What follows belongs to an exercise in optimizing a design on an open flow for small area and a short achievable clock period; a production flow would make more cautious choices.
In this exercise RTL edits were held to simulation tests only and were not proved equivalent to the original.
Power figures rest on the tool's default switching activity, not on a simulated workload.

==> module cam_core, before the edit <==
module cam_core #(
  parameter DATA_WIDTH = 32,
  parameter ADDR_WIDTH = 5
  ) (
  input  logic                  clk,
  input  logic                  reset,
  input  logic                  cam_we,
  input  logic [ADDR_WIDTH-1:0] cam_addr,
  input  logic [DATA_WIDTH-1:0] cam_data,
  input  logic                  cam_valid,
  input  logic [DATA_WIDTH-1:0] lookup_data,
  output logic [ADDR_WIDTH-1:0] lookup_addr,
  output logic                  lookup_hit
);
  localparam ADDR_DEPTH = 2**ADDR_WIDTH;
  logic [DATA_WIDTH-1:0] lookup_table [ADDR_DEPTH];
  logic [ADDR_DEPTH-1:0] lookup_inval;
  logic [ADDR_DEPTH-1:0] lookup_off;
  logic [ADDR_DEPTH-1:0] lookup_miss;
  logic [ADDR_WIDTH-1:0] lookup_addr_d;
  logic                  lookup_hit_d;
  logic [ADDR_DEPTH-1:0] wsel, wsel_n;
  genvar i, k;
  generate for (i=0; i<ADDR_DEPTH; i++) begin : store_gen
    logic [DATA_WIDTH-1:0] nxt;
    assign wsel[i]   = cam_we & (cam_addr == i);
    assign wsel_n[i] = ~wsel[i];
    for (k=0; k<DATA_WIDTH; k++) begin : bit_gen
      cam_hold u_h (.q(lookup_table[i][k]), .d(cam_data[k]), .we(wsel[i]), .we_n(wsel_n[i]), .y(nxt[k]));
    end
    always_ff @(posedge clk) begin
      lookup_table[i] <= nxt;
    end
  end endgenerate
  always_ff @(posedge clk) begin
    if (reset) begin
      lookup_inval <= '1;
    end else if (cam_we) begin
      lookup_inval[cam_addr] <= ~cam_valid;
    end
  end
  generate for (i=0; i<ADDR_DEPTH; i++) begin : lookup_gen
    cam_or2 u_off (.a(lookup_inval[i]), .b(reset), .y(lookup_off[i]));
    cam_match u_match (
      .entry(lookup_table[i]), .off(lookup_off[i]), .key(lookup_data),
      .miss(lookup_miss[i])
    );
  end endgenerate
  generate for (k=0; k<ADDR_WIDTH; k++) begin : enc_gen
    logic [15:0] sel;
    for (i=0; i<16; i++) begin : sel_gen
      localparam int IDX = ((i >> k) << (k+1)) | (1 << k) | (i & ((1 << k) - 1));
      assign sel[i] = lookup_miss[IDX];
    end
    cam_any16 u_or (.miss(sel), .y(lookup_addr_d[k]));
  end endgenerate
  cam_any32 u_hit (.miss(lookup_miss), .y(lookup_hit_d));
  always_ff @(posedge clk) begin
    lookup_addr <= lookup_addr_d;
    lookup_hit  <= lookup_hit_d;
  end
endmodule
clock: 3.2 ns
lec_check: 0
cap_margin: 20
core_margin: 2
core_utilization: 65
cts_cluster_diameter: 80
cts_cluster_size: 25
place_density: 0.75
setup_slack_margin: 1.4
slew_margin: 20
synth_hierarchical: 1
run.sh (not shown) runs the stock make flow with config.mk's settings and CLKGATE_MAP_FILE= SYNTH_SCRIPT=/design/flow/synth_recipe.tcl, a recipe that flattens the netlist after the stock synthesis.
Change:
--- a/flow/design.v
+++ b/flow/design.v
@@ -14,8 +14,17 @@
   assign y = ~(a | b);
 endmodule
 module cam_or2 (input logic a, b, output logic y);
   assign y = a | b;
+endmodule
+module cam_and2 (input logic a, b, output logic y);
+  assign y = a & b;
+endmodule
+module cam_dec2 (input logic [1:0] a, output logic [3:0] y);
+  always_comb for (int n=0; n<4; n++) y[n] = (a == n);
+endmodule
+module cam_dec3 (input logic en, input logic [2:0] a, output logic [7:0] y);
+  always_comb for (int n=0; n<8; n++) y[n] = en & (a == n);
 endmodule
 module cam_hold (input logic q, d, we, we_n, output logic y);
   assign y = (we & d) | (we_n & q);
 endmodule
@@ -97,28 +106,34 @@
   logic [ADDR_DEPTH-1:0] lookup_off;
   logic [ADDR_DEPTH-1:0] lookup_miss;
   logic [ADDR_WIDTH-1:0] lookup_addr_d;
   logic                  lookup_hit_d;
+  logic [3:0] dec_lo;
+  logic [7:0] dec_hi;
   logic [ADDR_DEPTH-1:0] wsel, wsel_n;
+  logic cam_valid_n;
+  cam_dec2 u_dec_lo (.a(cam_addr[1:0]), .y(dec_lo));
+  cam_dec3 u_dec_hi (.en(cam_we), .a(cam_addr[4:2]), .y(dec_hi));
+  assign cam_valid_n = ~cam_valid;
   genvar i, k;
   generate for (i=0; i<ADDR_DEPTH; i++) begin : store_gen
     logic [DATA_WIDTH-1:0] nxt;
-    assign wsel[i]   = cam_we & (cam_addr == i);
-    assign wsel_n[i] = ~wsel[i];
+    logic inval_nxt;
+    cam_and2  u_ws  (.a(dec_lo[i%4]), .b(dec_hi[i/4]), .y(wsel[i]));
+    cam_nand2 u_wsn (.a(dec_lo[i%4]), .b(dec_hi[i/4]), .y(wsel_n[i]));
     for (k=0; k<DATA_WIDTH; k++) begin : bit_gen
       cam_hold u_h (.q(lookup_table[i][k]), .d(cam_data[k]), .we(wsel[i]), .we_n(wsel_n[i]), .y(nxt[k]));
     end
     always_ff @(posedge clk) begin
       lookup_table[i] <= nxt;
     end
+    logic inval_hold;
+    cam_hold u_vh (.q(lookup_inval[i]), .d(cam_valid_n), .we(wsel[i]), .we_n(wsel_n[i]), .y(inval_hold));
+    cam_or2 u_vr (.a(inval_hold), .b(reset), .y(inval_nxt));
+    always_ff @(posedge clk) begin
+      lookup_inval[i] <= inval_nxt;
+    end
   end endgenerate
-  always_ff @(posedge clk) begin
-    if (reset) begin
-      lookup_inval <= '1;
-    end else if (cam_we) begin
-      lookup_inval[cam_addr] <= ~cam_valid;
-    end
-  end
   generate for (i=0; i<ADDR_DEPTH; i++) begin : lookup_gen
     cam_or2 u_off (.a(lookup_inval[i]), .b(reset), .y(lookup_off[i]));
     cam_match u_match (
       .entry(lookup_table[i]), .off(lookup_off[i]), .key(lookup_data),
- area after synthesis drops slightly
- first-iteration DRC count goes down by a few percent
- cell count is about the same
- clock power came out lower by a few percent
- setup slack improves by 0.14 ns

==> separate check: timing with driven ports <==
The flow's constraints put no driver on any port. The routed layouts listed below were extracted and timed again, unchanged, in two steps. Step 1 assumes that a clkbuf_16 drives the clock port and a buf_2 every other input. Step 2 times the ports against the registers' clock, not the clock port: input delays grow and output delays shrink by t, the midpoint of the rising clock arrivals with the driver on. a / b / c = no drivers / after step 1 / after step 2; a / b = the first two.
| run | t, ns | slack for setup (ns) | worst setup path after step 2 | slew at the worst register clock pin (ns) | cell pins on the clock port's net |
|---|---|---|---|---|---|
| the first run | 0.718 | 1.195 / 1.228 / 0.509 | input to register | 0.10 / 0.10 | 1 |
| the second run | 0.704 | 1.336 / 1.334 / 0.669 | input to register | 0.10 / 0.10 | 1 |
After both steps setup and hold are still met in every run listed. The setup slack of the first run, which loses most, moves by +0.033 ns with the drivers and by -0.686 ns with both steps.
